Source: an optimization exercise on an open RTL-to-GDS flow (aim: small area). Production flows keep margins and buffers that such runs may drop.
The RTL was checked by simulation tests, not by an equivalence proof against the original design.
Power is estimated from default activity; no workload was simulated.

==> flow/design.v <==
`timescale 1ns / 1ps
module SDI_Delay_NB6L295(
    input [10:0]        In_1, In_2, In_3, In_4, In_5, In_6, In_7, In_8,
    input               Clk,
    input               Reset,
    output [7:0]        EN,       
    output reg          SDIN,     
    output reg          SLOAD,    
    output              SCLK      
    );
    reg                 start_clk;
    assign SCLK = start_clk;
    reg [10:0]          In_1_reg, In_2_reg, In_3_reg, In_4_reg, In_5_reg, In_6_reg, In_7_reg, In_8_reg;
    reg [7:0]           select;   
    reg [4:0]           cnt;
    wire idle    = (cnt == 5'd3);
    wire take    = (cnt == 5'd1);
    wire last    = (cnt == 5'd4);
    wire act     = (cnt[4:1] != 4'd1);    
    wire [7:0] above;     
    assign above[7] = 1'b0;
    assign above[6] = select[7];
    assign above[5] = |select[7:6];
    assign above[4] = |select[7:5];
    assign above[3] = |select[7:4];
    assign above[2] = |select[7:3];
    assign above[1] = |select[7:2];
    assign above[0] = |select[7:1];
    wire [7:0] cur  = select & ~above;
    assign EN = ~(cur & {8{act}});
    wire [7:0] ld = {8{take & ~Reset}} & cur;
    wire [7:0] hd = ~ld & {8{~Reset}};
    wire [7:0] diff;
    wire [10:0] d1, d2, d3, d4, d5, d6, d7, d8;
    sdi_chan ch1 (.i(In_1), .r(In_1_reg), .ld(ld[7]), .hd(hd[7]), .d(d1), .diff(diff[7]));
    sdi_chan ch2 (.i(In_2), .r(In_2_reg), .ld(ld[6]), .hd(hd[6]), .d(d2), .diff(diff[6]));
    sdi_chan ch3 (.i(In_3), .r(In_3_reg), .ld(ld[5]), .hd(hd[5]), .d(d3), .diff(diff[5]));
    sdi_chan ch4 (.i(In_4), .r(In_4_reg), .ld(ld[4]), .hd(hd[4]), .d(d4), .diff(diff[4]));
    sdi_chan ch5 (.i(In_5), .r(In_5_reg), .ld(ld[3]), .hd(hd[3]), .d(d5), .diff(diff[3]));
    sdi_chan ch6 (.i(In_6), .r(In_6_reg), .ld(ld[2]), .hd(hd[2]), .d(d6), .diff(diff[2]));
    sdi_chan ch7 (.i(In_7), .r(In_7_reg), .ld(ld[1]), .hd(hd[1]), .d(d7), .diff(diff[1]));
    sdi_chan ch8 (.i(In_8), .r(In_8_reg), .ld(ld[0]), .hd(hd[0]), .d(d8), .diff(diff[0]));
    always @(posedge Clk) begin
        In_1_reg <= d1;
        In_2_reg <= d2;
        In_3_reg <= d3;
        In_4_reg <= d4;
        In_5_reg <= d5;
        In_6_reg <= d6;
        In_7_reg <= d7;
        In_8_reg <= d8;
    end
    wire [10:0] word;
    genvar j;
    generate
        for (j = 0; j < 11; j = j + 1) begin : g_word
            sdi_sel8 sel (.s(cur), .v({In_1_reg[j], In_2_reg[j], In_3_reg[j], In_4_reg[j],
                                       In_5_reg[j], In_6_reg[j], In_7_reg[j], In_8_reg[j]}),
                          .y(word[j]));
        end
    endgenerate
    wire sbit;
    sdi_bitmux bmux (.a(cnt[4:1]), .w(word), .y(sbit));
    wire [7:0] keep = ~(({8{last}} & cur) | {8{Reset}});
    wire [7:0] select_d = ({8{idle & ~Reset}} & diff) | (select & keep);
    wire       more = |select_d;     
    always @(posedge Clk)
        select <= select_d;
    wire hold  = idle & ~|diff;
    wire jump  = last & more;
    wire z1    = ~(cnt[1] | cnt[0]);
    wire z2    = z1 & ~cnt[2];
    wire z3    = z2 & ~cnt[3];
    wire [4:0] cnt_d;
    assign cnt_d[0] = Reset | ~cnt[0] | hold;
    assign cnt_d[1] = Reset | (~jump & ~(cnt[1] ^ cnt[0]));
    assign cnt_d[2] = ~Reset & (cnt[2] ^ z1);
    assign cnt_d[3] = ~Reset & (cnt[3] ^ z2);
    assign cnt_d[4] = ~Reset & (cnt[4] ^ z3);
    always @(posedge Clk) begin
        cnt       <= cnt_d;
        SDIN      <= ~Reset & sbit;
        start_clk <= ~Reset & ~cnt[0] & (cnt[4] | cnt[3]);
        SLOAD     <= ~Reset & (cnt == 5'd7);
    end
endmodule
module sdi_chan(
    input  [10:0] i,      
    input  [10:0] r,      
    input         ld,     
    input         hd,     
    output [10:0] d,      
    output        diff    
    );
    wire [10:0] x;
    genvar j;
    generate
        for (j = 0; j < 11; j = j + 1) begin : g_bit
            sdi_bit b (.i(i[j]), .r(r[j]), .ld(ld), .hd(hd), .d(d[j]), .x(x[j]));
        end
    endgenerate
    assign diff = |x;
endmodule
module sdi_bit(input i, input r, input ld, input hd, output d, output x);
    assign d = (ld & i) | (hd & r);
    assign x = i ^ r;
endmodule
module sdi_sel8(input [7:0] s, input [7:0] v, output y);
    wire n0, n1;
    sdi_aoi222 g0 (.a(s[7]), .b(v[7]), .c(s[6]), .d(v[6]), .e(s[5]), .f(v[5]), .y(n0));
    sdi_aoi222 g1 (.a(s[4]), .b(v[4]), .c(s[3]), .d(v[3]), .e(s[2]), .f(v[2]), .y(n1));
    assign y = ~(n0 & n1) | (s[1] & v[1]) | (s[0] & v[0]);
endmodule
module sdi_aoi222(input a, input b, input c, input d, input e, input f, output y);
    assign y = ~((a & b) | (c & d) | (e & f));
endmodule
module sdi_bitmux(input [3:0] a, input [10:0] w, output y);
    wire [15:0] b = {w, 5'd0};
    assign y = b[a];
endmodule
==> flow/config.mk <==
export PLATFORM = sky130hd
export DESIGN_NAME = SDI_Delay_NB6L295
export DESIGN_NICKNAME = SDI_Delay_NB6L295
export VERILOG_FILES = /design/flow/design.v
export SDC_FILE = /design/flow/constraint.sdc
export NUM_CORES = 4
export LEC_CHECK = 0
export CAP_MARGIN = 20
export CORE_MARGIN = 2
export CORE_UTILIZATION = 40
export PLACE_DENSITY = 0.6
export SLEW_MARGIN = 20
export SYNTH_HIERARCHICAL = 1
==> flow/constraint.sdc <==
create_clock -name core_clock -period 5.0 [get_ports {Clk}]
set_input_delay 1.0000 -clock core_clock [delete_from_list [all_inputs] [get_ports {Clk}]]
set_output_delay 1.0000 -clock core_clock [all_outputs]
set_load 0.01 [all_outputs]
standard.sh (not shown) runs the stock make flow with config.mk's settings and CLKGATE_MAP_FILE= SYNTH_SCRIPT=/design/flow/synth_recipe.tcl, a recipe that flattens the netlist after the stock synthesis.
==> flow/flow/run.sh <==
#!/bin/bash
# Layout flow: the standard ORFS flow (standard.sh: unchanged synthesis,
# floorplan, power grid, placement, CTS and routing) with these settings:
#  - the buffers that buffer_ports puts on every input and output port are the
#    smallest buffer cell, sky130_fd_sc_hd__buf_1 (timing repair may resize them);
#  - the clock tree is built from sky130_fd_sc_hd__clkbuf_8 without dummy loads;
#  - the buffers ABC inserted are removed at floorplan (repair_design adds back
#    what is needed), and non-critical gates are downsized after global routing.
# make's full output goes to flow_make.log in this folder; each ORFS step
# writes its own log under orfs/logs/.
set -euo pipefail
export BUFFER_PORTS_ARGS="-buffer_cell sky130_fd_sc_hd__buf_1"
export CTS_ARGS="-sink_clustering_enable -repair_clock_nets -root_buf sky130_fd_sc_hd__clkbuf_8 -buf_list sky130_fd_sc_hd__clkbuf_4 -sink_clustering_size 8 -sink_clustering_max_diameter 40 -dont_use_dummy_load"
export REMOVE_ABC_BUFFERS=1
export RECOVER_POWER=100
bash standard.sh finish > flow_make.log 2>&1
Edit:
--- a/flow/flow/run.sh
+++ b/flow/flow/run.sh
@@ -13 +13 @@
-export CTS_ARGS="-sink_clustering_enable -repair_clock_nets -root_buf sky130_fd_sc_hd__clkbuf_8 -buf_list sky130_fd_sc_hd__clkbuf_4 -sink_clustering_size 8 -sink_clustering_max_diameter 40 -dont_use_dummy_load"
+export CTS_ARGS="-sink_clustering_enable -repair_clock_nets -buf_list sky130_fd_sc_hd__clkbuf_8 -dont_use_dummy_load"
The new run went through all stages and came out clean.
Cell area stays the same.
Total power does not change.
Via count does not change.
Global-route usage is unchanged.
Sequential power stays flat.
First-iteration DRC count stays the same.
Edit:
--- a/flow/flow/run.sh
+++ b/flow/flow/run.sh
@@ -13 +13 @@
-export CTS_ARGS="-sink_clustering_enable -repair_clock_nets -buf_list sky130_fd_sc_hd__clkbuf_8 -dont_use_dummy_load"
+export CTS_ARGS="-sink_clustering_enable -repair_clock_nets -buf_list \"sky130_fd_sc_hd__clkbuf_4 sky130_fd_sc_hd__clkbuf_8\" -dont_use_dummy_load"
Outcome:
- The new run ran to the end with no violations
- cell count is unchanged
- non-clock buffer count stays the same
- core utilization does not change
- via count does not change
- global-route usage stays the same
- sequential power stays flat
- cell area does not change

==> re-timing with driven ports <==
The flow's constraints put no driver on any port. The routed layouts listed below were extracted and timed again, unchanged, in two steps. Step 1 assumes that a clkbuf_16 drives the clock port and a buf_2 every other input. Step 2 times the ports against the registers' clock, not the clock port: input delays grow and output delays shrink by t, the midpoint of the rising clock arrivals with the driver on. Slacks: ideal / step 1 / step 2; pairs: ideal / step 1.
run | t, ns | setup slack, ns | worst hold slack (ns) | worst setup path after step 2 | slew at the worst register clock pin (ns)
the first run | 0.394 | 1.259 / 1.224 / 1.101 | 0.491 / 0.491 / 0.491 | input to register | 0.10 / 0.10
the second run | 0.394 | 1.259 / 1.224 / 1.101 | 0.491 / 0.491 / 0.491 | input to register | 0.10 / 0.10
the third run | 0.394 | 1.259 / 1.224 / 1.101 | 0.491 / 0.491 / 0.491 | input to register | 0.10 / 0.10
After both steps every run listed still meets setup and hold.
